What follows belongs to an exercise in optimizing a design on an open flow for small area and a short achievable clock period; a production flow would make more cautious choices. RTL that was checked went through simulation tests only; none was proved equivalent to the original. The RTL of run 1 was laid out without a check of its function. Power figures rest on the tool's default switching activity, not on a simulated workload.

## flow/design.v (module list and top-level ports; edited modules follow where they fit)
// module line_buffer: 26 lines
// module conv_core: 2006 lines
// module csa_fa: 4 lines
// module booth_enc: 4 lines
// module conv_top: 38 lines
module conv_top (
    input  wire        clk,
    input  wire        rst,
    input  wire        pixel_valid,
    input  wire [7:0]  pixel_in,
    input  wire [71:0] kernel_in,
    output wire signed [15:0] conv_out,
    output wire        conv_valid
);
  // ...
==> flow/flow/run.sh <==
#!/bin/bash
# The standard layout (standard.sh), with these changes:
#  - port buffers are plain buffers: buf_2 on the outputs, and buf_1 on the
#    inputs (swapped in after global placement by flow/small_inbuf.tcl);
#  - the timing repair steps aim for 7.75 ns of setup slack.
# Each tool's output goes to the ORFS logs; make's own output to standard.log.
bash standard.sh \
  BUFFER_PORTS_ARGS="-buffer_cell sky130_fd_sc_hd__buf_2" \
  POST_GLOBAL_PLACE_TCL="$PWD/flow/small_inbuf.tcl" \
  SETUP_SLACK_MARGIN=7.75 \
  finish > standard.log 2>&1
==> flow/flow/small_inbuf.tcl <==
# Input port buffers only drive a register or two: use buf_1 for them.
set db [ord::get_db]
set block [ord::get_db_block]
set m [$db findMaster sky130_fd_sc_hd__buf_1]
set n 0
foreach bt [$block getBTerms] {
  if {[$bt getIoType] ne "INPUT" || [$bt getName] eq "clk"} { continue }
  set net [$bt getNet]
  foreach it [$net getITerms] {
    set inst [$it getInst]
    if {[[$inst getMaster] getName] eq "sky130_fd_sc_hd__buf_2"} {
      $inst swapMaster $m
      incr n
    }
  }
}
puts "small_inbuf: $n input buffers set to buf_1"
==> flow/standard.sh <==
#!/bin/bash
# synth_recipe.tcl (not shown) runs the flow's synth.tcl, then flattens the netlist and writes it again
# the make line also repeats each setting of config.mk as NAME=value (left out here)
make -C /OpenROAD-flow-scripts/flow DESIGN_CONFIG=/design/flow/config.mk WORK_HOME=/design/flow/orfs CLKGATE_MAP_FILE= SYNTH_SCRIPT=/design/flow/synth_recipe.tcl "${@:-finish}"
==> flow/config.mk <==
export PLATFORM = sky130hd
export DESIGN_NAME = conv_top
export DESIGN_NICKNAME = conv_top
export VERILOG_FILES = /design/flow/design.v
export SDC_FILE = /design/flow/constraint.sdc
export NUM_CORES = 4
export LEC_CHECK = 0
export CAP_MARGIN = 20
export CORE_MARGIN = 2
export CORE_UTILIZATION = 65
export CTS_CLUSTER_DIAMETER = 80
export CTS_CLUSTER_SIZE = 24
export PLACE_DENSITY = 0.72
export SLEW_MARGIN = 20
export SYNTH_HIERARCHICAL = 1
==> flow/constraint.sdc <==
create_clock -name core_clock -period 11.0 [get_ports {clk}]
set_input_delay 2.2000 -clock core_clock [delete_from_list [all_inputs] [get_ports {clk}]]
set_output_delay 2.2000 -clock core_clock [all_outputs]
set_load 0.01 [all_outputs]
==> metrics.cfg, run 1 <==
[status]
outcome = finished clean

[finish]
reg_top3 = u_line_buffer.taps (144), u_core.kq (72), u_core.conv_out (16)
largest_register_ff_count = 144
drive_gt1_share_pct = 22.52
leading_cell_types_in_the_layout_fill_and_taps_excluded = sky130_fd_sc_hd__fa_1 (249), sky130_fd_sc_hd__xnor2_1 (225), sky130_fd_sc_hd__a22oi_1 (166)
share_of_the_final_layout_cell_area_in_multi_input_gates_pct = 54.98
signal_inverters = 6
finish.instance_area_mm2 = 0.02637
design.final.nets = 2339

[setup_path]
endpoint_kind = register
worst_r2r_path_depth = 8
cpMaxStageDelayCell = sky130_fd_sc_hd__fa_1
crit_path_start = u_core.kq[3]
timing.setup.critical_path_class = reg2reg
cp_slowest_stage_delay_ns = 0.55

[clock_tree]
cts_made_buffers = 23
htreeDepth = 1
post_cts_buffers = 50
clock_tree_from_tritoncts = built

[global_routing]
global_route_wire_length_before_repair_mm = 87.42
overflow = 0
grt_pass1_vias = 14380
grt.met2_usage_pct = 51.33

[floorplanning]
die_ar_mm2 = 0.03677
nWellTaps = 455
die_height_um = 191.8
die_x_um = 191.8
design.core.area_mm2 = 0.03463

[timing]
fin_worst_hold_slack_ns = 0.3364
maxSlewHeadroom_pct = 33.77
actual_slew_at_the_worst_max_slew_pin_ns = 0.9934
final-setup-viol-count = 0
maxSlewViolCount = 0
final-hold-violation-count = 0

[yosys]
yosys_most_used_dff = sky130_fd_sc_hd__dfxtp_1
synth-edff-count = 144
synth_common_cells = sky130_fd_sc_hd__fa_1 (328), sky130_fd_sc_hd__xnor2_1 (236), sky130_fd_sc_hd__dfxtp_1 (218), sky130_fd_sc_hd__a22oi_1 (189), sky130_fd_sc_hd__clkbuf_1 (171)
synth_largest_area_cell = sky130_fd_sc_hd__fa_1
synth-compound-area-share_pct = 9.741

[power_and_ir_drop]
p_leak_nw = 9.460
power_frac_comb_pct = 57.6

[route]
wl_met1_mm = 23.81
iteration_0_drc_markers = 1611
routed_via_density = 6.192

[worst_hold_path]
holdCritStartpoint = u_core.r856

==> inputs of run 2 (changes only) <==
--- a/flow/design.v
+++ b/flow/design.v
@@ -1145,100 +1145,29 @@
     reg r1102;
     reg r1103;
     reg r1104;
     reg r1105;
     reg r1106;
     reg r1107;
     wire [15:0] ra = {r1107, r1105, r1103, r1101, r1099, r1098, s1112, r1094, s1110, s1108, r1088, r1087, r1086, r1085, r1084, r1082};
     wire [15:0] rb = {1'b0, r1106, r1104, r1102, r1100, c1113, 1'b0, c1111, 1'b0, 1'b0, 1'b0, 1'b0, 1'b0, 1'b0, 1'b0, r1083};
-    reg [71:0] kq;
-    always @(posedge clk) kq <= kernel;
-    wire [107:0] ke;
-    assign ke[0] = kq[65];
-    assign ke[1] = kq[64];
-    assign ke[2] = kq[65] & ~kq[64];
-    assign ke[3] = kq[67];
-    booth_enc u_enc0_1 (.b2(kq[67]), .b1(kq[66]), .b0(kq[65]), .one(ke[4]), .two(ke[5]));
-    assign ke[6] = kq[69];
-    booth_enc u_enc0_2 (.b2(kq[69]), .b1(kq[68]), .b0(kq[67]), .one(ke[7]), .two(ke[8]));
-    assign ke[9] = kq[71];
-    booth_enc u_enc0_3 (.b2(kq[71]), .b1(kq[70]), .b0(kq[69]), .one(ke[10]), .two(ke[11]));
-    assign ke[12] = kq[57];
-    assign ke[13] = kq[56];
-    assign ke[14] = kq[57] & ~kq[56];
-    assign ke[15] = kq[59];
-    booth_enc u_enc1_1 (.b2(kq[59]), .b1(kq[58]), .b0(kq[57]), .one(ke[16]), .two(ke[17]));
-    assign ke[18] = kq[61];
-    booth_enc u_enc1_2 (.b2(kq[61]), .b1(kq[60]), .b0(kq[59]), .one(ke[19]), .two(ke[20]));
-    assign ke[21] = kq[63];
-    booth_enc u_enc1_3 (.b2(kq[63]), .b1(kq[62]), .b0(kq[61]), .one(ke[22]), .two(ke[23]));
-    assign ke[24] = kq[49];
-    assign ke[25] = kq[48];
-    assign ke[26] = kq[49] & ~kq[48];
-    assign ke[27] = kq[51];
-    booth_enc u_enc2_1 (.b2(kq[51]), .b1(kq[50]), .b0(kq[49]), .one(ke[28]), .two(ke[29]));
-    assign ke[30] = kq[53];
-    booth_enc u_enc2_2 (.b2(kq[53]), .b1(kq[52]), .b0(kq[51]), .one(ke[31]), .two(ke[32]));
-    assign ke[33] = kq[55];
-    booth_enc u_enc2_3 (.b2(kq[55]), .b1(kq[54]), .b0(kq[53]), .one(ke[34]), .two(ke[35]));
-    assign ke[36] = kq[41];
-    assign ke[37] = kq[40];
-    assign ke[38] = kq[41] & ~kq[40];
-    assign ke[39] = kq[43];
-    booth_enc u_enc3_1 (.b2(kq[43]), .b1(kq[42]), .b0(kq[41]), .one(ke[40]), .two(ke[41]));
-    assign ke[42] = kq[45];
-    booth_enc u_enc3_2 (.b2(kq[45]), .b1(kq[44]), .b0(kq[43]), .one(ke[43]), .two(ke[44]));
-    assign ke[45] = kq[47];
-    booth_enc u_enc3_3 (.b2(kq[47]), .b1(kq[46]), .b0(kq[45]), .one(ke[46]), .two(ke[47]));
-    assign ke[48] = kq[33];
-    assign ke[49] = kq[32];
-    assign ke[50] = kq[33] & ~kq[32];
-    assign ke[51] = kq[35];
-    booth_enc u_enc4_1 (.b2(kq[35]), .b1(kq[34]), .b0(kq[33]), .one(ke[52]), .two(ke[53]));
-    assign ke[54] = kq[37];
-    booth_enc u_enc4_2 (.b2(kq[37]), .b1(kq[36]), .b0(kq[35]), .one(ke[55]), .two(ke[56]));
-    assign ke[57] = kq[39];
-    booth_enc u_enc4_3 (.b2(kq[39]), .b1(kq[38]), .b0(kq[37]), .one(ke[58]), .two(ke[59]));
-    assign ke[60] = kq[25];
-    assign ke[61] = kq[24];
-    assign ke[62] = kq[25] & ~kq[24];
-    assign ke[63] = kq[27];
-    booth_enc u_enc5_1 (.b2(kq[27]), .b1(kq[26]), .b0(kq[25]), .one(ke[64]), .two(ke[65]));
-    assign ke[66] = kq[29];
-    booth_enc u_enc5_2 (.b2(kq[29]), .b1(kq[28]), .b0(kq[27]), .one(ke[67]), .two(ke[68]));
-    assign ke[69] = kq[31];
-    booth_enc u_enc5_3 (.b2(kq[31]), .b1(kq[30]), .b0(kq[29]), .one(ke[70]), .two(ke[71]));
-    assign ke[72] = kq[17];
-    assign ke[73] = kq[16];
-    assign ke[74] = kq[17] & ~kq[16];
-    assign ke[75] = kq[19];
-    booth_enc u_enc6_1 (.b2(kq[19]), .b1(kq[18]), .b0(kq[17]), .one(ke[76]), .two(ke[77]));
-    assign ke[78] = kq[21];
-    booth_enc u_enc6_2 (.b2(kq[21]), .b1(kq[20]), .b0(kq[19]), .one(ke[79]), .two(ke[80]));
-    assign ke[81] = kq[23];
-    booth_enc u_enc6_3 (.b2(kq[23]), .b1(kq[22]), .b0(kq[21]), .one(ke[82]), .two(ke[83]));
-    assign ke[84] = kq[9];
-    assign ke[85] = kq[8];
-    assign ke[86] = kq[9] & ~kq[8];
-    assign ke[87] = kq[11];
-    booth_enc u_enc7_1 (.b2(kq[11]), .b1(kq[10]), .b0(kq[9]), .one(ke[88]), .two(ke[89]));
-    assign ke[90] = kq[13];
-    booth_enc u_enc7_2 (.b2(kq[13]), .b1(kq[12]), .b0(kq[11]), .one(ke[91]), .two(ke[92]));
-    assign ke[93] = kq[15];
-    booth_enc u_enc7_3 (.b2(kq[15]), .b1(kq[14]), .b0(kq[13]), .one(ke[94]), .two(ke[95]));
-    assign ke[96] = kq[1];
-    assign ke[97] = kq[0];
-    assign ke[98] = kq[1] & ~kq[0];
-    assign ke[99] = kq[3];
-    booth_enc u_enc8_1 (.b2(kq[3]), .b1(kq[2]), .b0(kq[1]), .one(ke[100]), .two(ke[101]));
-    assign ke[102] = kq[5];
-    booth_enc u_enc8_2 (.b2(kq[5]), .b1(kq[4]), .b0(kq[3]), .one(ke[103]), .two(ke[104]));
-    assign ke[105] = kq[7];
-    booth_enc u_enc8_3 (.b2(kq[7]), .b1(kq[6]), .b0(kq[5]), .one(ke[106]), .two(ke[107]));
+    reg [107:0] ke;
+    integer i, k;
+    reg [8:0] wb;
+    always @(posedge clk) begin
+        for (i = 0; i < 9; i = i + 1) begin
+            wb = {kernel[71-8*i -: 8], 1'b0};
+            for (k = 0; k < 4; k = k + 1) begin
+                ke[(4*i+k)*3]   <= wb[2*k+2];
+                ke[(4*i+k)*3+1] <= wb[2*k+1] ^ wb[2*k];
+                ke[(4*i+k)*3+2] <= (wb[2*k+2] & ~wb[2*k+1] & ~wb[2*k]) | (~wb[2*k+2] & wb[2*k+1] & wb[2*k]);
+            end
+        end
+    end
     assign pp1 = ((ke[1] & px[64]) ^ ke[0]);
     assign pp2 = (((ke[1] & px[65]) | (ke[2] & px[64])) ^ ke[0]);
     assign pp3 = (((ke[1] & px[66]) | (ke[2] & px[65])) ^ ke[0]);
     assign pp4 = (((ke[1] & px[67]) | (ke[2] & px[66])) ^ ke[0]);
     assign pp5 = (((ke[1] & px[68]) | (ke[2] & px[67])) ^ ke[0]);
     assign pp6 = (((ke[1] & px[69]) | (ke[2] & px[68])) ^ ke[0]);
     assign pp7 = (((ke[1] & px[70]) | (ke[2] & px[69])) ^ ke[0]);
     assign pp8 = (((ke[1] & px[71]) | (ke[2] & px[70])) ^ ke[0]);
@@ -2031,20 +1960,16 @@
             vpipe <= {vpipe[0:0], window_valid};
         end
     end
 endmodule
 module csa_fa(input wire a, input wire b, input wire c, output wire s, output wire co);
     assign s  = a ^ b ^ c;
     assign co = (a & b) | (a & c) | (b & c);
 endmodule
-module booth_enc(input wire b2, input wire b1, input wire b0, output wire one, output wire two);
-    assign one = b1 ^ b0;
-    assign two = (b2 ^ b1) & ~(b1 ^ b0);
-endmodule
 `timescale 1ns/1ps
 module conv_top (
     input  wire        clk,
     input  wire        rst,
     input  wire        pixel_valid,
     input  wire [7:0]  pixel_in,
     input  wire [71:0] kernel_in,
     output wire signed [15:0] conv_out,
==> flow/flow/run.sh (replaced) <==
#!/bin/bash
# The standard layout (standard.sh), with these changes:
#  - port buffers are plain buffers: buf_2 on the outputs, and buf_1 on the
#    inputs (swapped in after global placement by flow/small_inbuf.tcl);
#  - clock tree: sink clusters of up to 27 sinks within 90 um, no dummy loads;
#  - the timing repair steps aim for 7.82 ns of setup slack.
# Each tool's output goes to the ORFS logs; make's own output to standard.log.
bash standard.sh \
  BUFFER_PORTS_ARGS="-buffer_cell sky130_fd_sc_hd__buf_2" \
  POST_GLOBAL_PLACE_TCL="$PWD/flow/small_inbuf.tcl" \
  CTS_ARGS="-sink_clustering_enable -repair_clock_nets -sink_clustering_size 27 -sink_clustering_max_diameter 90 -dont_use_dummy_load" \
  SETUP_SLACK_MARGIN=7.82 \
  finish > standard.log 2>&1
==> run 2 against run 1 <==
Net effect:
- sequential share of layout area is 4.8 points higher
- combinational power is essentially flat
- highest routed layer unchanged
- critical path depth down 7
- critical endpoint is now conv_out[0]
- sequential power grew 9%
- synthesized area increased by 2.0%
- register-to-register slack improved by 0.13 ns
- global-route usage shrank 1.7 points
==> metrics.cfg, run 2 <==
[setup_path]
arrival_time_at_the_worst_endpoint_ns = 0.99  ; was 3.69 ns
rr_endpoint = u_core.r917  ; was u_core.r943
setup_slack_of_the_most_critical_reg_to_reg_path_ns = 7.87  ; was 7.74 ns
cp_slowest_stage_delay_ns = 0.33  ; was 0.55 ns
endpoint_kind = output port  ; was register
timing.setup.critical_path_class = reg2out  ; was reg2reg
worst_r2r_path_depth = 6  ; was 8
path_max_fanout = 1  ; was 10
critPathLaunchType = register  ; unchanged
crit_family = flip-flops  ; was adder cells
cpMaxStageDelayCell = sky130_fd_sc_hd__dfxtp_2  ; was sky130_fd_sc_hd__fa_1
worstPathRequired_ns = 8.80  ; was 11.43 ns
crit_path_cell_trace = buf_6  ; was nand2b_1 -> o21ai_4 -> a22oi_1 -> xnor2_1 -> fa_1 -> fa_2 -> fa_1 -> fa_1
regToRegStartpoint = u_line_buffer.taps[11]  ; was u_core.kq[3]
cp_num_buf_inv = 1  ; was 0

[yosys]
synth_area_per_cell_um2 = 13.29  ; was 12.51 um2
synth_fp_nets = 2182  ; was 2,255
synthCells = 1759  ; was 1,832
yosys_most_used_dff = sky130_fd_sc_hd__dfxtp_1  ; unchanged
ys_top_cells_by_area = sky130_fd_sc_hd__fa_1 (28%), sky130_fd_sc_hd__dfxtp_1 (22%), sky130_fd_sc_hd__edfxtp_1 (19%)  ; was sky130_fd_sc_hd__fa_1 (29%), sky130_fd_sc_hd__dfxtp_1 (19%), sky130_fd_sc_hd__edfxtp_1 (19%)
mappedNetlistArea_mm2 = 0.02337  ; was 0.02291 mm2
synth-seq-cells = 405  ; was 369
synth_largest_area_cell = sky130_fd_sc_hd__fa_1  ; unchanged
synth_common_cells = sky130_fd_sc_hd__fa_1 (328), sky130_fd_sc_hd__xnor2_1 (302), sky130_fd_sc_hd__dfxtp_1 (254), sky130_fd_sc_hd__a22oi_1 (253), sky130_fd_sc_hd__clkbuf_1 (169)  ; was sky130_fd_sc_hd__fa_1 (328), sky130_fd_sc_hd__xnor2_1 (236), sky130_fd_sc_hd__dfxtp_1 (218), sky130_fd_sc_hd__a22oi_1 (189), sky130_fd_sc_hd__clkbuf_1 (171)
synthMostInstantiatedCell = sky130_fd_sc_hd__fa_1  ; unchanged
synth_top_area_share_pct = 28.10  ; was 28.66%
share_of_flip_flops_with_an_asynchronous_set_or_reset_after_synthesis_pct = 1.728  ; was 1.897%
synth_seq_area_share_pct = 41.01  ; was 38.68%
synth_cell_types = 38  ; was 41
synth.yosys.warnings = 9  ; unchanged
synth-edff-count = 144  ; unchanged

[finish]
antennaDiodeCount = 0  ; was 1
registers.top_by_ff_count = u_line_buffer.taps  ; unchanged
design.final.nets = 2183  ; was 2,339
final_cell_count_no_fill = 2219  ; was 2,388
reg_top3 = u_line_buffer.taps (144), u_core.ke (108), u_core.conv_out (16)  ; was u_line_buffer.taps (144), u_core.kq (72), u_core.conv_out (16)
drive_gt1_share_pct = 8.191  ; was 22.52%
most_common_cell_after_layout_fill_and_taps_aside = sky130_fd_sc_hd__fa_1  ; unchanged
leading_cell_types_in_the_layout_fill_and_taps_excluded = sky130_fd_sc_hd__fa_1 (324), sky130_fd_sc_hd__xnor2_1 (301), sky130_fd_sc_hd__a22oi_1 (251)  ; was sky130_fd_sc_hd__fa_1 (249), sky130_fd_sc_hd__xnor2_1 (225), sky130_fd_sc_hd__a22oi_1 (166)
largest_register_ff_count = 144  ; unchanged
finalCoreUtilization_pct = 69.51  ; was 76.14%
fill_cells = 2534  ; was 2,191
syn2layout_area_growth_pct = 5.536  ; was 15.06%
finish.instance_area_mm2 = 0.02466  ; was 0.02637 mm2

[power_and_ir_drop]
intPower_mw = 4.224  ; was 4.239 mW
design_power_total_mw = 7.268  ; was 7.266 mW
p_leak_nw = 8.818  ; was 9.460 nW
switching_power_mw = 3.044  ; was 3.027 mW
power_frac_comb_pct = 57.4  ; was 57.6%
pwr-share-clk_pct = 10.7  ; was 13.0%
power_per_cell_area_mw_per_mm2 = 294.7  ; was 275.6 mW/mm2
seq_power_share_pct = 32.0  ; was 29.3%
switching_share_pct = 41.89  ; was 41.66%
worst_ir_drop_vdd_mv = 0.4150  ; was 0.2951 mV

[timing]
rsz_0062_raised_after_global_routing = yes  ; unchanged
final.min_clock_period_ns = 3.193  ; was 3.259 ns
timing.setup.tns_ns = 0  ; unchanged
actual_slew_at_the_worst_max_slew_pin_ns = 0.9869  ; was 0.9934 ns
period_share_pct = 29.02  ; was 29.63%
final-hold-violation-count = 0  ; unchanged
final-setup-viol-count = 0  ; unchanged
maxSlewViolCount = 0  ; unchanged
postLayoutSetupSlackWorst_ns = 7.807  ; was 7.741 ns
clock_skew_ns = 0.05534  ; was 0.01860 ns
max_freq_ghz = 0.3132  ; was 0.3068 GHz
fin_worst_hold_slack_ns = 0.3397  ; was 0.3364 ns
maxSlewHeadroom_pct = 34.21  ; was 33.77%

[floorplanning]
die_ar_mm2 = 0.03749  ; was 0.03677 mm2
pin_count = 100  ; unchanged
die_height_um = 193.6  ; was 191.8 um
design.core.area_mm2 = 0.03548  ; was 0.03463 mm2
starting_density_of_the_core_pct = 65.86  ; was 66.17%
fp-row-count = 69  ; was 68
die_x_um = 193.6  ; was 191.8 um

[clock_tree]
cts.path.max_buffers = 3  ; unchanged
htreeDepth = 1  ; unchanged
cts.root.buffer_cell = sky130_fd_sc_hd__clkbuf_16  ; unchanged
cts.sink_count = 405  ; was 369
cts_made_buffers = 20  ; was 23
clkLatencyLatePin_ns = 0.56  ; about the same
cts_hold_repair.buffers = 0  ; unchanged
clk_pin_slew_worst_paths_ns = 0.09  ; about the same
clock_tree_from_tritoncts = built  ; unchanged

[global_routing]
grt_antenna_before_repair = 2  ; was 1
global_route_wire_length_before_repair_mm = 86.29  ; was 87.42 mm
overflow = 0  ; unchanged
groute.usage.overall_pct = 31.22  ; was 32.89%
grt_pass1_vias = 13690  ; was 14,380
pin_count_of_the_biggest_net_entering_global_routing = 78  ; was 77

[worst_hold_path]
holdCritStartpoint = u_core.r857  ; was u_core.r856
min-delay-path-class = reg2reg  ; unchanged
worst_hold_path.num_cells = 0  ; unchanged
whs_endpoint = u_core.r1083  ; was u_core.r1082

[placement]
placed_cells = 2148  ; was 2,213
pre_cts_setup_slack_ns = 7.684  ; was 6.998 ns
place_area_mm2 = 0.02370  ; was 0.02321 mm2
detailed_place_hpwl_mm = 46.02  ; was 44.10 mm
io_buffers = 99  ; unchanged

[route]
post_detailed_routing_wire_length_mm = 58.11  ; was 60.10 mm
remaining_drc_errors = 0  ; unchanged
ant_nets = 0  ; unchanged
routedWlPerCell_um = 26.19  ; was 25.17 um
dr.pass1.iters = 6  ; was 5
iteration_0_drc_markers = 1553  ; was 1,611
routed_via_density = 6.158  ; was 6.192
dr_vias = 13670  ; was 14,790

[status]
outcome = finished clean  ; unchanged

[flow_run]
timing.max_cap.violations = 0  ; unchanged

[run 2: cell count changes after synthesis, sizes merged, moves of 7 or more]
cell / change
nand2b: -64
nand3: -64
mux2: -9
a22oi: +64
nand2: -62
nor2b: +9
xnor2: +66
dfxtp: +36
o21ai: -55
xor2: +7
[run 2: cells by family after synthesis]
| family | count (synthesis) | share of synthesized area [%] |
|---|---|---|
| AOI/OAI and AO/OA | 331 | 10.01 |
| xor gates and xnor gates | 375 | 14.05 |
| adders and majority gates | 340 | 28.74 |
| buffers and inverters | 178 | 2.891 |
| DFF | 405 | 41.01 |
| muxes | 4 | 0.2142 |
| and+or+nand+nor | 126 | 3.078 |
[run 2: power by group through the flow]
stage / Clock, mW / Sequential [mW] / Combinational, mW
after floorplan: 0 / 2.22 / 2.48
after detailed placement: 0 / 2.36 / 4.11
after CTS: 0.793 / 2.33 / 4.12
after global routing: 0.841 / 2.36 / 4.57
final: 0.775 / 2.32 / 4.17
after global placement: 0 / 2.35 / 3.96
[run 2: cell type report]
cell class / instances / area (um2) / area share (%)
flip-flops and latches: 405 / 9638 / 39.08
clock buffers: 20 / 500.5 / 2.029
inverters: 6 / 22.52 / 0.09131
multi-input cells: 1176 / 13140 / 53.27
well taps: 461 / 576.8 / 2.339
repair buffers: 151 / 788.3 / 3.196
[run 2: worst max path at each step]
stage | cells after the start | slack (ns) | end | start
floorplan | 6 | 8.07 | u_core.r907 | u_core.ke[9]
global placement | 5 | 7.74 | u_core.r907 | u_core.ke[93]
detailed placement | 5 | 7.68 | u_core.r881 | u_core.ke[51]
CTS | 1 | 7.78 | conv_out[9] | u_core.conv_out[9]
global route | 1 | 7.76 | conv_out[12] | u_core.conv_out[12]
finish | 1 | 7.81 | conv_out[0] | u_core.conv_out[0]
[run 2: routing by layer]
metal | part of all wire (%) | global-route usage [%] | vias up
li1 | - | - | 5924
met5 | 0.041 | 0 | -
met2 | 46 | 48.97 | 589
met3 | 7.3 | 4.836 | 102
met1 | 43 | 45.38 | 7046
met4 | 3.7 | 10.21 | 4
[run 2: what timing repair did]
item                       in CTS  in global routing
setup endpoints to repair      33                 34
setup buffers                   0                 51
resized for setup              35                 14
pin swaps                       0                  1
hold endpoints to repair        0                  0
[run 2: per-module statistics from Yosys, one instance, submodules excluded]
module       cell area [um2]  cells
conv_top               180.2      9
line_buffer             4563    160
csa_fa                 20.02      1
conv_core              12060   1262
==> inputs of run 3 (changes only) <==
==> flow/flow/run.sh (replaced) <==
#!/bin/bash
# The standard layout (standard.sh), with these changes:
#  - port buffers are plain buffers: buf_2 on the outputs, and buf_1 on the
#    inputs (swapped in after global placement by flow/small_inbuf.tcl);
#  - clock tree: sink clusters of up to 27 sinks within 90 um, no dummy loads;
#  - the timing repair steps aim for 7.75 ns of setup slack.
# Each tool's output goes to the ORFS logs; make's own output to standard.log.
bash standard.sh \
  BUFFER_PORTS_ARGS="-buffer_cell sky130_fd_sc_hd__buf_2" \
  POST_GLOBAL_PLACE_TCL="$PWD/flow/small_inbuf.tcl" \
  CTS_ARGS="-sink_clustering_enable -repair_clock_nets -sink_clustering_size 27 -sink_clustering_max_diameter 90 -dont_use_dummy_load" \
  SETUP_SLACK_MARGIN=7.75 \
  finish > standard.log 2>&1
--- a/flow/config.mk
+++ b/flow/config.mk
@@ -7,9 +7,7 @@
 export LEC_CHECK = 0
 export CAP_MARGIN = 20
 export CORE_MARGIN = 2
-export CORE_UTILIZATION = 65
-export CTS_CLUSTER_DIAMETER = 80
-export CTS_CLUSTER_SIZE = 24
-export PLACE_DENSITY = 0.72
+export CORE_UTILIZATION = 75
+export PLACE_DENSITY = 0.8
 export SLEW_MARGIN = 20
 export SYNTH_HIERARCHICAL = 1
==> run 3 against run 2 <==
Net effect:
- still clean
- synthesized area did not move
- total power fell by 0.85%
- critical path depth rose by 4
- die area fell by 13%
- worst setup slack got worse by 0.034 ns
- critical endpoint is now u_core.r907
- largest power group unchanged
==> metrics.cfg, run 3 <==
[clock_tree]
cts.path.max_buffers = 3  ; unchanged
clk_pin_slew_worst_paths_ns = 0.11  ; was 0.09 ns
cts_made_buffers = 19  ; was 20
htreeDepth = 1  ; unchanged
cts.root.buffer_cell = sky130_fd_sc_hd__clkbuf_16  ; unchanged
clock_tree_from_tritoncts = built  ; unchanged
clkLatencyLatePin_ns = 0.57  ; was 0.56 ns
cts_hold_repair.buffers = 0  ; unchanged
cts.sink_count = 405  ; unchanged

[route]
dr.pass1.iters = 6  ; unchanged
iteration_0_drc_markers = 1746  ; was 1,553
routed_via_density = 6.617  ; was 6.158
dr_vias = 13960  ; was 13,670
routedWlPerCell_um = 28.19  ; was 26.19 um
post_detailed_routing_wire_length_mm = 59.47  ; was 58.11 mm
remaining_drc_errors = 0  ; unchanged
ant_nets = 0  ; unchanged

[setup_path]
arrival_time_at_the_worst_endpoint_ns = 3.64  ; was 0.99 ns
setup_slack_of_the_most_critical_reg_to_reg_path_ns = 7.77  ; was 7.87 ns
cpMaxStageDelayCell = sky130_fd_sc_hd__fa_1  ; was sky130_fd_sc_hd__dfxtp_2
rr_endpoint = u_core.r907  ; was u_core.r917
critical-path-top-cell-by-count = sky130_fd_sc_hd__fa_1
cp_slowest_stage_delay_ns = 0.59  ; was 0.33 ns
endpoint_kind = register  ; was output port
endpoint = u_core.r907  ; was conv_out[0]
timing.setup.critical_path_class = reg2reg  ; was reg2out
regToRegStartpoint = u_core.ke[105]  ; was u_line_buffer.taps[11]
critPathLaunchType = register  ; unchanged
path_max_fanout = 10  ; was 1
worst_r2r_path_depth = 5  ; was 6
worstPathRequired_ns = 11.42  ; was 8.80 ns
crit_path_start = u_core.ke[105]  ; was u_core.conv_out[0]
crit_path_cell_trace = fa_1 -> fa_1 -> fa_1 -> fa_1 -> fa_1  ; was buf_6

[timing]
max_freq_ghz = 0.3099  ; was 0.3132 GHz
timing.setup.tns_ns = 0  ; unchanged
maxSlewHeadroom_pct = 32.93  ; was 34.21%
period_share_pct = 29.34  ; was 29.02%
rsz_0062_raised_after_global_routing = yes  ; unchanged
actual_slew_at_the_worst_max_slew_pin_ns = 1.006  ; was 0.9869 ns
maxSlewViolCount = 0  ; unchanged
final-hold-violation-count = 0  ; unchanged
final.min_clock_period_ns = 3.227  ; was 3.193 ns
clock_skew_ns = 0.05630  ; was 0.05534 ns
final-setup-viol-count = 0  ; unchanged

[finish]
antennaDiodeCount = 0  ; unchanged
leading_cell_types_in_the_layout_fill_and_taps_excluded = sky130_fd_sc_hd__fa_1 (328), sky130_fd_sc_hd__xnor2_1 (302), sky130_fd_sc_hd__a22oi_1 (253)  ; was sky130_fd_sc_hd__fa_1 (324), sky130_fd_sc_hd__xnor2_1 (301), sky130_fd_sc_hd__a22oi_1 (251)
seqCellArea_mm2 = 0.009633  ; was 0.009638 mm2
multi_input_comb_area_mm2 = 0.01311  ; was 0.01314 mm2
most_common_cell_after_layout_fill_and_taps_aside = sky130_fd_sc_hd__fa_1  ; unchanged
syn2layout_area_growth_pct = 3.528  ; was 5.536%
design.final.nets = 2139  ; was 2,183
registers.top_by_ff_count = u_line_buffer.taps  ; unchanged
fill_cells = 1844  ; was 2,534
largest_register_ff_count = 144  ; unchanged
drive_gt1_share_pct = 5.251  ; was 8.191%
reg_top3 = u_line_buffer.taps (144), u_core.ke (108), u_core.conv_out (16)  ; unchanged

[worst_hold_path]
min-delay-path-class = reg2reg  ; unchanged

[floorplanning]
die_ar_mm2 = 0.03259  ; was 0.03749 mm2
design.core.area_mm2 = 0.03067  ; was 0.03548 mm2
pin_count = 100  ; unchanged
die_x_um = 180.5  ; was 193.6 um
die_height_um = 180.5  ; was 193.6 um
fp-row-count = 64  ; was 69
starting_density_of_the_core_pct = 76.20  ; was 65.86%

[power_and_ir_drop]
intPower_mw = 4.177  ; was 4.224 mW
switching_share_pct = 42.04  ; was 41.89%
worst_ir_drop_vdd_mv = 0.1750  ; was 0.4150 mV
power_frac_comb_pct = 57.1  ; was 57.4%
switching_power_mw = 3.030  ; was 3.044 mW
power_per_cell_area_mw_per_mm2 = 297.9  ; was 294.7 mW/mm2
p_leak_nw = 8.586  ; was 8.818 nW
seq_power_share_pct = 32.4  ; was 32.0%
pwr-share-clk_pct = 10.5  ; was 10.7%
design_power_total_mw = 7.207  ; was 7.268 mW

[yosys]
share_of_flip_flops_with_an_asynchronous_set_or_reset_after_synthesis_pct = 1.728  ; unchanged
synth_top_area_share_pct = 28.10  ; unchanged
synth-seq-cells = 405  ; unchanged
synth_fp_nets = 2182  ; unchanged
mappedNetlistArea_mm2 = 0.02337  ; unchanged
synthCells = 1759  ; unchanged
synth_largest_area_cell = sky130_fd_sc_hd__fa_1  ; unchanged
yosys_most_used_dff = sky130_fd_sc_hd__dfxtp_1  ; unchanged
synth_area_per_cell_um2 = 13.29  ; unchanged
synth-edff-count = 144  ; unchanged
synth_seq_area_share_pct = 41.01  ; unchanged
synth_cell_types = 38  ; unchanged
synth.yosys.warnings = 9  ; unchanged
synthMostInstantiatedCell = sky130_fd_sc_hd__fa_1  ; unchanged
ys_top_cells_by_area = sky130_fd_sc_hd__fa_1 (28%), sky130_fd_sc_hd__dfxtp_1 (22%), sky130_fd_sc_hd__edfxtp_1 (19%)  ; unchanged
synth_common_cells = sky130_fd_sc_hd__fa_1 (328), sky130_fd_sc_hd__xnor2_1 (302), sky130_fd_sc_hd__dfxtp_1 (254), sky130_fd_sc_hd__a22oi_1 (253), sky130_fd_sc_hd__clkbuf_1 (169)  ; unchanged

[global_routing]
overflow = 0  ; unchanged
pin_count_of_the_biggest_net_entering_global_routing = 82  ; was 78
global_route_wire_length_before_repair_mm = 89.58  ; was 86.29 mm
grt_pass1_vias = 14430  ; was 13,690
groute.usage.overall_pct = 37.50  ; was 31.22%
grt_antenna_before_repair = 3  ; was 2

[placement]
io_buffers = 99  ; unchanged
detailed_place_hpwl_mm = 47.09  ; was 46.02 mm

[flow_run]
timing.max_cap.violations = 0  ; unchanged

[status]
outcome = finished clean  ; unchanged

run 3: changes by cell type in the layout (fill, tap and decap cells not counted), moves of 2 or more:
| cell | previous run | this run |
|---|---|---|
| sky130_fd_sc_hd__dfxtp_2 | 40 | 36 |
| sky130_fd_sc_hd__dfxtp_1 | 213 | 217 |
| sky130_fd_sc_hd__buf_4 | 46 | 8 |
| sky130_fd_sc_hd__a22oi_2 | 2 | 0 |
| sky130_fd_sc_hd__clkbuf_2 | 4 | 1 |
| sky130_fd_sc_hd__a22oi_1 | 251 | 253 |
| sky130_fd_sc_hd__fa_2 | 4 | 0 |
| sky130_fd_sc_hd__buf_6 | 2 | 0 |
| sky130_fd_sc_hd__fa_1 | 324 | 328 |
run 3: worst max-delay path, delay by kind of cell (launching register included):
| family | cells | cell delay (ns) |
|---|---|---|
| fa+ha+maj | 5 | 2.56 |
| flops | 1 | 0.52 |
run 3: what timing repair did:
action                                  in CTS  in global routing
gates resized for setup                     25                 11
buffers inserted                             0                  8
endpoints found under the setup margin       9                 10
endpoints found under the hold margin        0                  0
gates cloned                                 0                  0
run 3: per-layer routing:
metal | vias to the layer above | GRT usage [%] | share of wire [%]
met5 | - | 0 | 0.074
met4 | 6 | 15.81 | 5.5
met3 | 159 | 6.346 | 9.8
met2 | 867 | 59.07 | 47
met1 | 7097 | 52.76 | 38
li1 | 5833 | - | -
run 3: area by class of cell:
class,instances,share of cell area (%)
flip-flops and latches,405,39.81
clock buffers,19,1.965
repair buffers,108,1.893
well taps,396,2.048
inverters,6,0.09309
multi-input cells,1176,54.19
run 3: how the worst min path moves through the flow:
stage                     start      endpoint  slack (ns)  cells after the start
CTS                 u_core.r856  u_core.r1082        0.34                      0
floorplan           u_core.r856  u_core.r1082        0.31                      0
global route        u_core.r857  u_core.r1083        0.34                      0
finish              u_core.r857  u_core.r1083        0.34                      0
global placement    u_core.r856  u_core.r1082        0.31                      0
detailed placement  u_core.r856  u_core.r1082        0.31                      0
run 3: power by group through the flow:
stage	combinational, mW	sequential, mW	clock, mW
after floorplan	2.48	2.22	0
after global placement	3.83	2.34	0
after detailed placement	4.05	2.36	0
after CTS	4.08	2.33	0.766
after global routing	4.45	2.37	0.810
final	4.12	2.33	0.758
run 3: per-module statistics from Yosys, one instance, submodules excluded:
module	times used	flops+latches	area [um2]
conv_core	1	247	12060
line_buffer	1	149	4563
conv_top	1	9	180.2
csa_fa	328	0	20.02
run 3: cell families (layout without fill, tap and decap cells):
logic type      Yosys count  in the layout  share of synthesized area, %
compound gates          331            331                         10.01
xor+xnor                375            375                         14.05
fa+ha+maj               340            340                         28.74
buf+inv                 178            133                         2.891
flops                   405            405                         41.01
mux                       4              4                        0.2142
simple gates            126            126                         3.078
run 3: per-stage QoR:
step | instances | hold slack, ns | worst slack (ns) | utilization [%] | instance area (um2)
after floorplan | 1759 | 0.3096 | 8.072 | - | 23370
after global placement | 2083 | 0.3121 | 7.729 | 77.34 | 23720
after detailed placement | 2083 | 0.3150 | 7.686 | 77.00 | 23620
after CTS | 2102 | 0.3378 | 7.751 | 78.66 | 24120
after global routing | 2110 | 0.3432 | 7.746 | 78.89 | 24190
final | 2110 | 0.3368 | 7.773 | 78.89 | 24190
==> inputs of run 4 (changes only) <==
--- a/flow/config.mk
+++ b/flow/config.mk
@@ -5,9 +5,10 @@
 export SDC_FILE = /design/flow/constraint.sdc
 export NUM_CORES = 4
 export LEC_CHECK = 0
+export ABC_AREA = 1
 export CAP_MARGIN = 20
 export CORE_MARGIN = 2
-export CORE_UTILIZATION = 75
-export PLACE_DENSITY = 0.8
+export CORE_UTILIZATION = 65
+export PLACE_DENSITY = 0.72
 export SLEW_MARGIN = 20
 export SYNTH_HIERARCHICAL = 1
==> run 4 against run 3 <==
Net effect:
- still clean
- clock-buffer cell count up 2
- worst setup slack worse by 0.0059 ns
- routed wire length up 0.32%
- design area up 2.5%
- non-clock buffer count up 3
- clock skew down 0.013 ns
- final cell count up 16%
- via count up 4.6%
- synthesized cell count up 7.4%
- first-iteration DRC count down 15%
- sequential share of layout area down 0.96 points
- largest cell class unchanged
==> metrics.cfg, run 4 <==
[yosys]
yosys.area_share.simple_pct = 4.106  ; was 3.078%
synth-seq-cells = 405  ; unchanged
synth_top_area_share_pct = 28.17  ; was 28.10%
synthMostInstantiatedCell = sky130_fd_sc_hd__fa_1  ; unchanged
synthXorXnorAreaFrac_pct = 12.70  ; was 14.05%
share_of_flip_flops_with_an_asynchronous_set_or_reset_after_synthesis_pct = 1.728  ; unchanged
synth_area_per_cell_um2 = 12.34  ; was 13.29 um2
synth_common_cells = sky130_fd_sc_hd__fa_1 (328), sky130_fd_sc_hd__xor2_1 (302), sky130_fd_sc_hd__dfxtp_1 (254), sky130_fd_sc_hd__o22ai_1 (252), sky130_fd_sc_hd__inv_1 (215)  ; was sky130_fd_sc_hd__fa_1 (328), sky130_fd_sc_hd__xnor2_1 (302), sky130_fd_sc_hd__dfxtp_1 (254), sky130_fd_sc_hd__a22oi_1 (253), sky130_fd_sc_hd__clkbuf_1 (169)
yosys.area_share.adder_pct = 28.81  ; was 28.74%
synth.yosys.warnings = 9  ; unchanged
synth_largest_area_cell = sky130_fd_sc_hd__fa_1  ; unchanged
synth-edff-count = 144  ; unchanged
mappedNetlistArea_mm2 = 0.02331  ; was 0.02337 mm2
ys_top_cells_by_area = sky130_fd_sc_hd__fa_1 (28%), sky130_fd_sc_hd__dfxtp_1 (22%), sky130_fd_sc_hd__edfxtp_1 (19%)  ; unchanged
multiplexer_area_fraction_after_synthesis_pct = 1.304  ; was 0.2142%
synth_fp_nets = 2312  ; was 2,182
synth-compound-area-share_pct = 7.670  ; was 10.01%
synth_cell_types = 29  ; was 38
synthCells = 1889  ; was 1,759
yosys_most_used_dff = sky130_fd_sc_hd__dfxtp_1  ; unchanged
main_combinational_cell_family_by_area_after_synthesis = adder cells  ; unchanged
synth_seq_area_share_pct = 41.11  ; was 41.01%

[clock_tree]
cts.path.max_buffers = 3  ; unchanged
cts_hold_repair.buffers = 0  ; unchanged
cts.root.buffer_cell = sky130_fd_sc_hd__clkbuf_16  ; unchanged
htreeDepth = 1  ; unchanged
cts_made_buffers = 21  ; was 19
cts.sink_count = 405  ; unchanged
clkLatencyLatePin_ns = 0.57  ; about the same
clk_pin_slew_worst_paths_ns = 0.10  ; was 0.11 ns
clock_tree_from_tritoncts = built  ; unchanged

[power_and_ir_drop]
p_leak_nw = 10.23  ; was 8.586 nW
power_frac_comb_pct = 57.9  ; was 57.1%
power_per_cell_area_mw_per_mm2 = 291.1  ; was 297.9 mW/mm2
worst_ir_drop_vdd_mv = 0.4890  ; was 0.1750 mV
pwr-share-clk_pct = 11.0  ; was 10.5%
intPower_mw = 4.137  ; was 4.177 mW
design_power_total_mw = 7.215  ; was 7.207 mW
switching_share_pct = 42.66  ; was 42.04%
switching_power_mw = 3.078  ; was 3.030 mW
seq_power_share_pct = 31.1  ; was 32.4%

[timing]
final-setup-viol-count = 0  ; unchanged
maxSlewViolCount = 0  ; unchanged
final.min_clock_period_ns = 3.233  ; was 3.227 ns
final-hold-violation-count = 0  ; unchanged
actual_slew_at_the_worst_max_slew_pin_ns = 0.9751  ; was 1.006 ns
period_share_pct = 29.39  ; was 29.34%
timing.setup.tns_ns = 0  ; unchanged
max_freq_ghz = 0.3093  ; was 0.3099 GHz
clock_skew_ns = 0.04347  ; was 0.05630 ns
rsz_0062_raised_after_global_routing = no  ; was yes
maxSlewHeadroom_pct = 35.00  ; was 32.93%

[route]
ant_nets = 0  ; unchanged
dr.pass1.iters = 5  ; was 6
iteration_0_drc_markers = 1488  ; was 1,746
post_detailed_routing_wire_length_mm = 59.66  ; was 59.47 mm
dr_vias = 14600  ; was 13,960
routed_via_density = 5.969  ; was 6.617
routedWlPerCell_um = 24.39  ; was 28.19 um
remaining_drc_errors = 0  ; unchanged

[finish]
fill_cells = 2565  ; was 1,844
registers.top_by_ff_count = u_line_buffer.taps  ; unchanged
leading_cell_types_in_the_layout_fill_and_taps_excluded = sky130_fd_sc_hd__fa_1 (327), sky130_fd_sc_hd__xor2_1 (300), sky130_fd_sc_hd__o22ai_1 (251)  ; was sky130_fd_sc_hd__fa_1 (328), sky130_fd_sc_hd__xnor2_1 (302), sky130_fd_sc_hd__a22oi_1 (253)
largest_register_ff_count = 144  ; unchanged
design.final.nets = 2410  ; was 2,139
reg_top3 = u_line_buffer.taps (144), u_core.ke (108), u_core.conv_out (16)  ; unchanged
finish.instance_area_mm2 = 0.02479  ; was 0.02419 mm2
drive_gt1_share_pct = 7.154  ; was 5.251%
antennaDiodeCount = 0  ; unchanged
most_common_cell_after_layout_fill_and_taps_aside = sky130_fd_sc_hd__fa_1  ; unchanged
syn2layout_area_growth_pct = 6.333  ; was 3.528%

[placement]
place_area_mm2 = 0.02411  ; was 0.02362 mm2
io_buffers = 99  ; unchanged
detailed_place_hpwl_mm = 48.70  ; was 47.09 mm

[floorplanning]
fp-row-count = 69  ; was 64
die_ar_mm2 = 0.03740  ; was 0.03259 mm2
die_height_um = 193.4  ; was 180.5 um
starting_density_of_the_core_pct = 65.70  ; was 76.20%
design.core.area_mm2 = 0.03548  ; was 0.03067 mm2
die_x_um = 193.4  ; was 180.5 um
pin_count = 100  ; unchanged

[worst_hold_path]
min-delay-path-class = reg2reg  ; unchanged

[setup_path]
regToRegStartpoint = u_line_buffer.taps[56]  ; was u_core.ke[105]
worstPathRequired_ns = 11.44  ; was 11.42 ns
cp_slowest_stage_delay_ns = 0.54  ; was 0.59 ns
critPathLaunchType = register  ; unchanged
cpMaxStageDelayCell = sky130_fd_sc_hd__fa_1  ; unchanged
setup_slack_of_the_most_critical_reg_to_reg_path_ns = 7.77  ; about the same
endpoint_kind = register  ; unchanged
critical-path-top-cell-by-count = sky130_fd_sc_hd__fa_1  ; unchanged
crit_path_start = u_line_buffer.taps[56]  ; was u_core.ke[105]
crit_path_cell_trace = inv_1 -> o22ai_1 -> xor2_1 -> fa_1 -> fa_1 -> fa_1 -> fa_1  ; was fa_1 -> fa_1 -> fa_1 -> fa_1 -> fa_1
arrival_time_at_the_worst_endpoint_ns = 3.67  ; was 3.64 ns
endpoint = u_core.r917  ; was u_core.r907
worst_r2r_path_depth = 7  ; was 5
timing.setup.critical_path_class = reg2reg  ; unchanged
path_max_fanout = 6  ; was 10
rr_endpoint = u_core.r917  ; was u_core.r907

[global_routing]
global_route_wire_length_before_repair_mm = 90.32  ; was 89.58 mm
pin_count_of_the_biggest_net_entering_global_routing = 78  ; was 82
groute.usage.overall_pct = 32.58  ; was 37.50%
overflow = 0  ; unchanged
grt_antenna_before_repair = 1  ; was 3
grt_pass1_vias = 14860  ; was 14,430

[status]
outcome = finished clean  ; unchanged

[flow_run]
timing.max_cap.violations = 0  ; unchanged

run 4: cell count changes after synthesis, sizes merged, moves of 25 or more:
cell,delta
xnor2,-266
a22oi,-253
o22ai,+252
xor2,+229
inv,+213
clkbuf,-169
nand2,+87
nor2,+74
buf,+33
nand2b,-29
nand3b,-27
o21ai,-26
mux2,+25
run 4: critical path, delay by kind of cell, from the launching register on:
family / cells / cell delay (ns)
fa+ha+maj: 4 / 1.98
buf+inv: 1 / 0.16
flops: 1 / 0.51
compound gates: 1 / 0.21
xor+xnor: 1 / 0.26
run 4: area by class of cell:
class                           count  area (um2)  share of cell area (%)
Inverter                          219       822.0                   3.316
Multi-Input combinational cell   1229       12750                   51.43
Sequential cell                   405        9632                   38.86
Timing Repair Buffer              111       483.0                   1.948
Tap cell                          461       576.8                   2.327
Clock buffer                       21       525.5                   2.120
run 4: what timing repair did:
action,CTS,global route
resized for setup,24,25
setup endpoints to repair,12,16
buffers inserted,0,11
run 4: power by group through the flow:
stage | clock, mW | sequential, mW | combinational (mW)
finish | 0.794 | 2.24 | 4.18
CTS | 0.814 | 2.24 | 4.12
global placement | 0 | 2.26 | 3.93
detailed placement | 0 | 2.28 | 4.07
global route | 0.854 | 2.28 | 4.55
floorplan | 0 | 2.21 | 2.41
run 4: logic make-up (layout without fill, tap and decap cells):
kind of cell	count (synthesis)	after routing
flip-flops	405	405
adder cells (fa/ha/maj)	340	340
XOR/XNOR	338	338
AO/OA/AOI/OAI	294	294
buffers and inverters	255	351
AND/OR/NAND/NOR	230	230
multiplexers	27	27
run 4: through the flow:
| stage | util (%) | hold WS [ns] | setup slack (ns) | std cells |
|---|---|---|---|---|
| 4_1_cts | 69.52 | 0.3349 | 7.741 | 2435 |
| 3_3_place_gp | 68.25 | 0.3118 | 7.727 | 2414 |
| 6_report | 69.86 | 0.3359 | 7.767 | 2446 |
| 2_1_floorplan | - | 0.3096 | 8.216 | 1889 |
| 5_1_grt | 69.86 | 0.3419 | 7.745 | 2446 |
| 3_5_place_dp | 67.96 | 0.3121 | 7.682 | 2414 |
run 4: how the worst min path moves through the flow:
stage,slack [ns],depth (start not counted),start,to
final,0.34,0,u_core.r857,u_core.r1083
after global routing,0.34,0,u_core.r857,u_core.r1083
after CTS,0.33,0,u_core.r857,u_core.r1083
after detailed placement,0.31,0,u_core.r857,u_core.r1083
after global placement,0.31,0,u_core.r857,u_core.r1083
after floorplan,0.31,0,u_core.r856,u_core.r1082
run 4: per-module statistics from Yosys (local to each module, per instance):
module	cell area [um2]	times used	flip-flops and latches	cells inside
conv_core	12000	1	247	1381
conv_top	180.2	1	9	9
csa_fa	20.02	328	0	1
line_buffer	4566	1	149	171
run 4: per-layer routing:
metal / up-vias / global-route usage, % / wire length [um]
li1: 6402 / - / -
met1: 7414 / 46.13 / 24760
met2: 665 / 52.71 / 28210
met3: 118 / 5.248 / 4494
met4: 0 / 9.697 / 2192
met5: - / 0 / 0
==> inputs of run 5 (changes only) <==
--- a/flow/config.mk
+++ b/flow/config.mk
@@ -5,10 +5,11 @@
 export SDC_FILE = /design/flow/constraint.sdc
 export NUM_CORES = 4
 export LEC_CHECK = 0
-export ABC_AREA = 1
 export CAP_MARGIN = 20
 export CORE_MARGIN = 2
 export CORE_UTILIZATION = 65
+export CTS_CLUSTER_DIAMETER = 80
+export CTS_CLUSTER_SIZE = 24
 export PLACE_DENSITY = 0.72
 export SLEW_MARGIN = 20
 export SYNTH_HIERARCHICAL = 1
==> run 5 against run 4 <==
Net effect:
- hold slack improved by 0.0034 ns
- die area increased by 0.24%
- clock skew rose by 0.0089 ns
- sequential power is 4% higher
- synthesized area up 0.25%
- clock power fell by 2.6%
- core utilization is 1.4 points lower
- still clean
- synthesized cell count down 6.9%
- highest routed layer is now met5
- sequential share of layout area up 0.80 points
- register-to-register slack improved by 0.04 ns
- maximum frequency is 1.0% higher
==> metrics.cfg, run 5 <==
[placement]
place_area_mm2 = 0.02370  ; was 0.02411 mm2
placed_cells = 2148  ; was 2,414
io_buffers = 99  ; unchanged
pre_cts_setup_slack_ns = 7.684  ; was 7.682 ns
detailed_place_hpwl_mm = 46.02  ; was 48.70 mm

[global_routing]
grt_antenna_before_repair = 2  ; was 1
use_met3_pct = 4.836  ; was 5.248%
grt.met2_usage_pct = 48.94  ; was 52.71%
grt_pass1_vias = 13680  ; was 14,860
use_met1_pct = 45.38  ; was 46.13%
global_route_wire_length_before_repair_mm = 86.26  ; was 90.32 mm
pin_count_of_the_biggest_net_entering_global_routing = 78  ; unchanged
grt_busiest_layer = met2  ; unchanged
overflow = 0  ; unchanged
groute.usage.overall_pct = 31.21  ; was 32.58%

[setup_path]
setup_slack_of_the_most_critical_reg_to_reg_path_ns = 7.81  ; was 7.77 ns
cpMaxStageDelayCell = sky130_fd_sc_hd__dfxtp_1  ; was sky130_fd_sc_hd__fa_1
rr_endpoint = u_core.r862  ; was u_core.r917
cp_num_buf_inv = 1  ; unchanged
arrival_time_at_the_worst_endpoint_ns = 1.00  ; was 3.67 ns
endpoint_kind = output port  ; was register
path_max_fanout = 1  ; was 6
crit_path_cell_trace = buf_2  ; was inv_1 -> o22ai_1 -> xor2_1 -> fa_1 -> fa_1 -> fa_1 -> fa_1
crit_family = flip-flops  ; was adder cells
worstPathRequired_ns = 8.80  ; was 11.44 ns
worst_r2r_path_depth = 5  ; was 7
timing.setup.critical_path_class = reg2out  ; was reg2reg
cp_slowest_stage_delay_ns = 0.33  ; was 0.54 ns
critPathLaunchType = register  ; unchanged
regToRegStartpoint = u_core.ke[96]  ; was u_line_buffer.taps[56]

[route]
routed_via_density = 6.207  ; was 5.969
routedWlPerCell_um = 26.43  ; was 24.39 um
ant_nets = 0  ; unchanged
iteration_0_drc_markers = 1370  ; was 1,488
dr_vias = 13490  ; was 14,600
remaining_drc_errors = 0  ; unchanged
post_detailed_routing_wire_length_mm = 57.45  ; was 59.66 mm
dr.pass1.iters = 6  ; was 5

[yosys]
mappedNetlistArea_mm2 = 0.02337  ; was 0.02331 mm2
synth_cell_types = 38  ; was 29
synth-edff-count = 144  ; unchanged
yosys_most_used_dff = sky130_fd_sc_hd__dfxtp_1  ; unchanged
synthMostInstantiatedCell = sky130_fd_sc_hd__fa_1  ; unchanged
synth_area_per_cell_um2 = 13.29  ; was 12.34 um2
synth_top_area_share_pct = 28.10  ; was 28.17%
synth.yosys.warnings = 9  ; unchanged
synthCells = 1759  ; was 1,889
synth_common_cells = sky130_fd_sc_hd__fa_1 (328), sky130_fd_sc_hd__xnor2_1 (302), sky130_fd_sc_hd__dfxtp_1 (254), sky130_fd_sc_hd__a22oi_1 (253), sky130_fd_sc_hd__clkbuf_1 (169)  ; was sky130_fd_sc_hd__fa_1 (328), sky130_fd_sc_hd__xor2_1 (302), sky130_fd_sc_hd__dfxtp_1 (254), sky130_fd_sc_hd__o22ai_1 (252), sky130_fd_sc_hd__inv_1 (215)
ys_top_cells_by_area = sky130_fd_sc_hd__fa_1 (28%), sky130_fd_sc_hd__dfxtp_1 (22%), sky130_fd_sc_hd__edfxtp_1 (19%)  ; unchanged
synth-seq-cells = 405  ; unchanged
synth_seq_area_share_pct = 41.01  ; was 41.11%
share_of_flip_flops_with_an_asynchronous_set_or_reset_after_synthesis_pct = 1.728  ; unchanged
synth_largest_area_cell = sky130_fd_sc_hd__fa_1  ; unchanged
synth_fp_nets = 2182  ; was 2,312

[power_and_ir_drop]
intPower_mw = 4.187  ; was 4.137 mW
switching_power_mw = 3.022  ; was 3.078 mW
power_per_cell_area_mw_per_mm2 = 296.8  ; was 291.1 mW/mm2
pwr-share-clk_pct = 10.7  ; was 11.0%
design_power_total_mw = 7.209  ; was 7.215 mW
seq_power_share_pct = 32.3  ; was 31.1%
worst_ir_drop_vdd_mv = 0.4094  ; was 0.4890 mV
p_leak_nw = 8.590  ; was 10.23 nW
switching_share_pct = 41.92  ; was 42.66%
power_frac_comb_pct = 57.0  ; was 57.9%

[timing]
timing.setup.tns_ns = 0  ; unchanged
period_share_pct = 29.09  ; was 29.39%
max_freq_ghz = 0.3125  ; was 0.3093 GHz
actual_slew_at_the_worst_max_slew_pin_ns = 0.9857  ; was 0.9751 ns
postLayoutSetupSlackWorst_ns = 7.800  ; was 7.767 ns
rsz_0062_raised_after_global_routing = yes  ; was no
final.min_clock_period_ns = 3.200  ; was 3.233 ns
final-setup-viol-count = 0  ; unchanged
maxSlewViolCount = 0  ; unchanged
maxSlewHeadroom_pct = 34.29  ; was 35.00%
final-hold-violation-count = 0  ; unchanged
fin_worst_hold_slack_ns = 0.3393  ; was 0.3359 ns
clock_skew_ns = 0.05236  ; was 0.04347 ns

[clock_tree]
cts.path.max_buffers = 3  ; unchanged
cts.root.buffer_cell = sky130_fd_sc_hd__clkbuf_16  ; unchanged
cts.sink_count = 405  ; unchanged
htreeDepth = 1  ; unchanged
cts_made_buffers = 20  ; was 21
cts_hold_repair.buffers = 0  ; unchanged
clock_tree_from_tritoncts = built  ; unchanged
clk_pin_slew_worst_paths_ns = 0.09  ; was 0.10 ns
clkLatencyLatePin_ns = 0.55  ; was 0.57 ns

[floorplanning]
design.core.area_mm2 = 0.03548  ; unchanged
fp-row-count = 69  ; unchanged
pin_count = 100  ; unchanged
starting_density_of_the_core_pct = 65.86  ; was 65.70%
die_ar_mm2 = 0.03749  ; was 0.03740 mm2
die_x_um = 193.6  ; was 193.4 um
die_height_um = 193.6  ; was 193.4 um

[worst_hold_path]
min-delay-path-class = reg2reg  ; unchanged
whs_endpoint = u_core.r1083  ; unchanged
worst_hold_path.num_cells = 0  ; unchanged
holdCritStartpoint = u_core.r857  ; unchanged

[finish]
largest_register_ff_count = 144  ; unchanged
finish.instance_area_mm2 = 0.02428  ; was 0.02479 mm2
design.final.nets = 2138  ; was 2,410
registers.top_by_ff_count = u_line_buffer.taps  ; unchanged
final_cell_count_no_fill = 2174  ; was 2,446
drive_gt1_share_pct = 5.020  ; was 7.154%
most_common_cell_after_layout_fill_and_taps_aside = sky130_fd_sc_hd__fa_1  ; unchanged
reg_top3 = u_line_buffer.taps (144), u_core.ke (108), u_core.conv_out (16)  ; unchanged
syn2layout_area_growth_pct = 3.914  ; was 6.333%
finalCoreUtilization_pct = 68.44  ; was 69.86%
fill_cells = 2563  ; was 2,565
leading_cell_types_in_the_layout_fill_and_taps_excluded = sky130_fd_sc_hd__fa_1 (328), sky130_fd_sc_hd__xnor2_1 (302), sky130_fd_sc_hd__a22oi_1 (253)  ; was sky130_fd_sc_hd__fa_1 (327), sky130_fd_sc_hd__xor2_1 (300), sky130_fd_sc_hd__o22ai_1 (251)
antennaDiodeCount = 0  ; unchanged

[flow_run]
timing.max_cap.violations = 0  ; unchanged

[status]
outcome = finished clean  ; unchanged

==> run 5: cell count changes after synthesis, sizes merged, moves of 29 or more <==
cell / delta
xnor2: +266
a22oi: +253
o22ai: -252
xor2: -229
inv: -213
clkbuf: +169
nand2: -87
nor2: -74
buf: -33
nand2b: +29
==> run 5: kinds of logic (layout without fill, tap and decap cells) <==
family,Yosys count,after routing,synth area share (%)
and+or+nand+nor,126,126,3.078
DFF,405,405,41.01
AOI/OAI and AO/OA,331,331,10.01
adders and majority gates,340,340,28.74
xor gates and xnor gates,375,375,14.05
muxes,4,4,0.2142
buffers and inverters,178,132,2.891
==> run 5: cell type report <==
class | count | area (um2) | area share [%]
inverter | 6 | 22.52 | 0.09274
tap | 461 | 576.8 | 2.375
sequential | 405 | 9629 | 39.65
clock buffer | 20 | 500.5 | 2.061
timing repair buffer | 106 | 445.4 | 1.834
multi-input combinational | 1176 | 13110 | 53.99
==> run 5: power groups by stage <==
stage / logic [mW] / registers (mW) / clock network [mW]
after floorplan: 2.48 / 2.22 / 0
after global placement: 3.96 / 2.35 / 0
after detailed placement: 4.11 / 2.36 / 0
after CTS: 4.12 / 2.33 / 0.793
after global routing: 4.51 / 2.37 / 0.841
final: 4.11 / 2.33 / 0.773
==> run 5: worst max-delay path by stage <==
| stage | start | cells after the start | slack (ns) | endpoint |
|---|---|---|---|---|
| final | u_core.conv_out[0] | 1 | 7.80 | conv_out[0] |
| after global routing | u_core.ke[96] | 5 | 7.73 | u_core.r862 |
| after CTS | u_core.ke[75] | 5 | 7.75 | u_core.r881 |
| after detailed placement | u_core.ke[51] | 5 | 7.68 | u_core.r881 |
| after global placement | u_core.ke[93] | 5 | 7.74 | u_core.r907 |
| after floorplan | u_core.ke[9] | 6 | 8.07 | u_core.r907 |
==> run 5: layer usage <==
| metal | part of all wire, % | vias to the layer above |
|---|---|---|
| li1 | - | 5835 |
| met1 | 42 | 6936 |
| met2 | 47 | 622 |
| met3 | 7.6 | 96 |
| met4 | 3.5 | 4 |
| met5 | 0.042 | - |
==> run 5: per-module statistics from Yosys (local to each module, per instance) <==
module | cells inside | flip-flops and latches | area (um2)
conv_top | 9 | 9 | 180.2
csa_fa | 1 | 0 | 20.02
line_buffer | 160 | 149 | 4563
conv_core | 1262 | 247 | 12060
==> run 5: what timing repair did <==
action,in CTS,in global routing
endpoints found under the setup margin,7,13
resized for setup,13,20
setup buffers,0,6
==> inputs of run 6 (changes only) <==
==> flow/flow/run.sh (replaced) <==
#!/bin/bash
# The standard layout (standard.sh), with these changes:
#  - port buffers are plain buffers: buf_2 on the outputs, and buf_1 on the
#    inputs (swapped in after global placement by flow/small_inbuf.tcl);
#  - clock tree: sink clusters of up to 27 sinks within 90 um, no dummy loads;
#  - the timing repair steps aim for 7.68 ns of setup slack.
# Each tool's output goes to the ORFS logs; make's own output to standard.log.
bash standard.sh \
  BUFFER_PORTS_ARGS="-buffer_cell sky130_fd_sc_hd__buf_2" \
  POST_GLOBAL_PLACE_TCL="$PWD/flow/small_inbuf.tcl" \
  CTS_ARGS="-sink_clustering_enable -repair_clock_nets -sink_clustering_size 27 -sink_clustering_max_diameter 90 -dont_use_dummy_load" \
  SETUP_SLACK_MARGIN=7.68 \
  finish > standard.log 2>&1
==> run 6 against run 5 <==
Net effect:
- still clean
- sequential power is essentially flat
- worst setup slack got worse by 0.038 ns
- synthesized area unchanged
- clock-buffer cell count is the same
- global-route usage hardly changed
- flip-flop and latch count is the same
- clock power about the same
- non-clock buffer count decreased by 6
- die area unchanged
- design area shrank 0.24%
- clock skew about the same
- sequential share of layout area about the same
- critical path type is now reg2reg
- largest power group unchanged
==> metrics.cfg, run 6 <==
[global_routing]
grt_antenna_before_repair = 2  ; unchanged
pin_count_of_the_biggest_net_entering_global_routing = 78  ; unchanged
grt_pass1_vias = 13690  ; was 13,680
groute.usage.overall_pct = 31.20  ; was 31.21%
global_route_wire_length_before_repair_mm = 86.22  ; was 86.26 mm
overflow = 0  ; unchanged

[timing]
maxSlewHeadroom_pct = 34.41  ; was 34.29%
period_share_pct = 29.44  ; was 29.09%
final-setup-viol-count = 0  ; unchanged
timing.setup.tns_ns = 0  ; unchanged
rsz_0062_raised_after_global_routing = no  ; was yes
postLayoutSetupSlackWorst_ns = 7.762  ; was 7.800 ns
final-hold-violation-count = 0  ; unchanged
actual_slew_at_the_worst_max_slew_pin_ns = 0.9838  ; was 0.9857 ns
clock_skew_ns = 0.05275  ; was 0.05236 ns
final.min_clock_period_ns = 3.238  ; was 3.200 ns
maxSlewViolCount = 0  ; unchanged
fin_worst_hold_slack_ns = 0.3385  ; was 0.3393 ns
max_freq_ghz = 0.3088  ; was 0.3125 GHz

[finish]
largest_register_ff_count = 144  ; unchanged
drive_gt1_share_pct = 4.042  ; was 5.020%
leading_cell_types_in_the_layout_fill_and_taps_excluded = sky130_fd_sc_hd__fa_1 (328), sky130_fd_sc_hd__xnor2_1 (302), sky130_fd_sc_hd__a22oi_1 (253)  ; unchanged
most_common_cell_after_layout_fill_and_taps_aside = sky130_fd_sc_hd__fa_1  ; unchanged
antennaDiodeCount = 0  ; unchanged
finish.instance_area_mm2 = 0.02423  ; was 0.02428 mm2
reg_top3 = u_line_buffer.taps (144), u_core.ke (108), u_core.conv_out (16)  ; unchanged
finalCoreUtilization_pct = 68.27  ; was 68.44%
design.final.nets = 2132  ; was 2,138
registers.top_by_ff_count = u_line_buffer.taps  ; unchanged
final_cell_count_no_fill = 2168  ; was 2,174
syn2layout_area_growth_pct = 3.662  ; was 3.914%
fill_cells = 2572  ; was 2,563

[floorplanning]
fp-row-count = 69  ; unchanged
design.core.area_mm2 = 0.03548  ; unchanged
pin_count = 100  ; unchanged
die_height_um = 193.6  ; unchanged
die_x_um = 193.6  ; unchanged
die_ar_mm2 = 0.03749  ; unchanged
starting_density_of_the_core_pct = 65.86  ; unchanged

[clock_tree]
clock_tree_from_tritoncts = built  ; unchanged
cts_made_buffers = 20  ; unchanged
cts.sink_count = 405  ; unchanged
htreeDepth = 1  ; unchanged
cts.root.buffer_cell = sky130_fd_sc_hd__clkbuf_16  ; unchanged
post_cts_buffers = 0  ; unchanged
cts-resized-gates = 0  ; was 13
clkLatencyLatePin_ns = 0.56  ; was 0.55 ns
clk_pin_slew_worst_paths_ns = 0.10  ; was 0.09 ns
cts.path.max_buffers = 3  ; unchanged
cts_hold_repair.buffers = 0  ; unchanged

[yosys]
synth_largest_area_cell = sky130_fd_sc_hd__fa_1  ; unchanged
synthCells = 1759  ; unchanged
yosys_most_used_dff = sky130_fd_sc_hd__dfxtp_1  ; unchanged
synth_cell_types = 38  ; unchanged
ys_top_cells_by_area = sky130_fd_sc_hd__fa_1 (28%), sky130_fd_sc_hd__dfxtp_1 (22%), sky130_fd_sc_hd__edfxtp_1 (19%)  ; unchanged
synth-seq-cells = 405  ; unchanged
synth.yosys.warnings = 9  ; unchanged
share_of_flip_flops_with_an_asynchronous_set_or_reset_after_synthesis_pct = 1.728  ; unchanged
synthMostInstantiatedCell = sky130_fd_sc_hd__fa_1  ; unchanged
synth_common_cells = sky130_fd_sc_hd__fa_1 (328), sky130_fd_sc_hd__xnor2_1 (302), sky130_fd_sc_hd__dfxtp_1 (254), sky130_fd_sc_hd__a22oi_1 (253), sky130_fd_sc_hd__clkbuf_1 (169)  ; unchanged
synth_area_per_cell_um2 = 13.29  ; unchanged
synth_seq_area_share_pct = 41.01  ; unchanged
synth_fp_nets = 2182  ; unchanged
synth_top_area_share_pct = 28.10  ; unchanged
synth-edff-count = 144  ; unchanged

[status]
outcome = finished clean  ; unchanged

[route]
remaining_drc_errors = 0  ; unchanged
routed_via_density = 6.231  ; was 6.207
routedWlPerCell_um = 26.51  ; was 26.43 um
iteration_0_drc_markers = 1584  ; was 1,370
dr_vias = 13510  ; was 13,490
post_detailed_routing_wire_length_mm = 57.47  ; was 57.45 mm
ant_nets = 0  ; unchanged
dr.pass1.iters = 7  ; was 6

[setup_path]
worstPathRequired_ns = 11.44  ; was 8.80 ns
critical-path-top-cell-by-count = sky130_fd_sc_hd__fa_1
cp_slowest_stage_delay_ns = 0.77  ; was 0.33 ns
arrival_time_at_the_worst_endpoint_ns = 3.68  ; was 1.00 ns
timing.setup.critical_path_class = reg2reg  ; was reg2out
path_max_fanout = 10  ; was 1
cpMaxStageDelayCell = sky130_fd_sc_hd__dfxtp_1  ; unchanged
crit_family = adder cells  ; was flip-flops
critPathLaunchType = register  ; unchanged
crit_path_cell_trace = fa_1 -> fa_1 -> fa_1 -> fa_1 -> fa_1  ; was buf_2
endpoint_kind = register  ; was output port

[placement]
pre_cts_setup_slack_ns = 7.684  ; unchanged
place_area_mm2 = 0.02370  ; unchanged
io_buffers = 99  ; unchanged
detailed_place_hpwl_mm = 46.02  ; unchanged
placed_cells = 2148  ; unchanged

[flow_run]
timing.max_cap.violations = 0  ; unchanged

[power_and_ir_drop]
power_frac_comb_pct = 57.0  ; about the same
switching_power_mw = 3.030  ; was 3.022 mW
design_power_total_mw = 7.216  ; was 7.209 mW
switching_share_pct = 41.99  ; was 41.92%
power_per_cell_area_mw_per_mm2 = 297.9  ; was 296.8 mW/mm2
pwr-share-clk_pct = 10.7  ; about the same
p_leak_nw = 8.561  ; was 8.590 nW
intPower_mw = 4.186  ; was 4.187 mW
seq_power_share_pct = 32.3  ; about the same
worst_ir_drop_vdd_mv = 0.4097  ; was 0.4094 mV

[worst_hold_path]
min-delay-path-class = reg2reg  ; unchanged

-- run 6: final timing paths --
kind	from	to	slack (ns)	cells past startpoint
worst max register to register	u_core.ke[75]	u_core.r881	7.76	5
worst min register to register	u_core.r857	u_core.r1083	0.34	0
min in group asynchronous	rst	u_core.vpipe[1]	1.47	2
worst max-delay path	u_core.ke[75]	u_core.r881	7.76	5
max in group asynchronous	rst	u_line_buffer.col[0]	9.30	2
worst min-delay path	u_core.r857	u_core.r1083	0.34	0
-- run 6: area by class of cell --
cell class	instances	area (um2)	area share (%)
Tap cell	461	576.8	2.381
Clock buffer	20	500.5	2.066
Inverter	6	22.52	0.09297
Timing Repair Buffer	100	400.4	1.653
Multi-Input combinational cell	1176	13110	54.12
Sequential cell	405	9615	39.69
-- run 6: metal layers --
layer,vias up,wire [um],global-route usage [%]
met3,94,4576,4.836
met4,4,2061,10.21
met1,6992,23960,45.32
met2,596,26840,48.96
li1,5822,-,-
met5,-,24,0
-- run 6: modules after synthesis (local to each module, per instance) --
module,flops+latches,copies in the design
conv_top,9,1
line_buffer,149,1
conv_core,247,1
csa_fa,0,328
-- run 6: power groups by stage --
| stage | Combinational [mW] | Clock (mW) | Sequential [mW] |
|---|---|---|---|
| final | 4.11 | 0.774 | 2.33 |
| after global placement | 3.96 | 0 | 2.35 |
| after global routing | 4.51 | 0.841 | 2.37 |
| after CTS | 4.12 | 0.793 | 2.33 |
| after detailed placement | 4.11 | 0 | 2.36 |
| after floorplan | 2.48 | 0 | 2.22 |
-- run 6: cell families after synthesis --
family          after synthesis  synth area share [%]
mux                           4                0.2142
compound gates              331                 10.01
buf+inv                     178                 2.891
fa+ha+maj                   340                 28.74
xor+xnor                    375                 14.05
simple gates                126                 3.078
flops                       405                 41.01
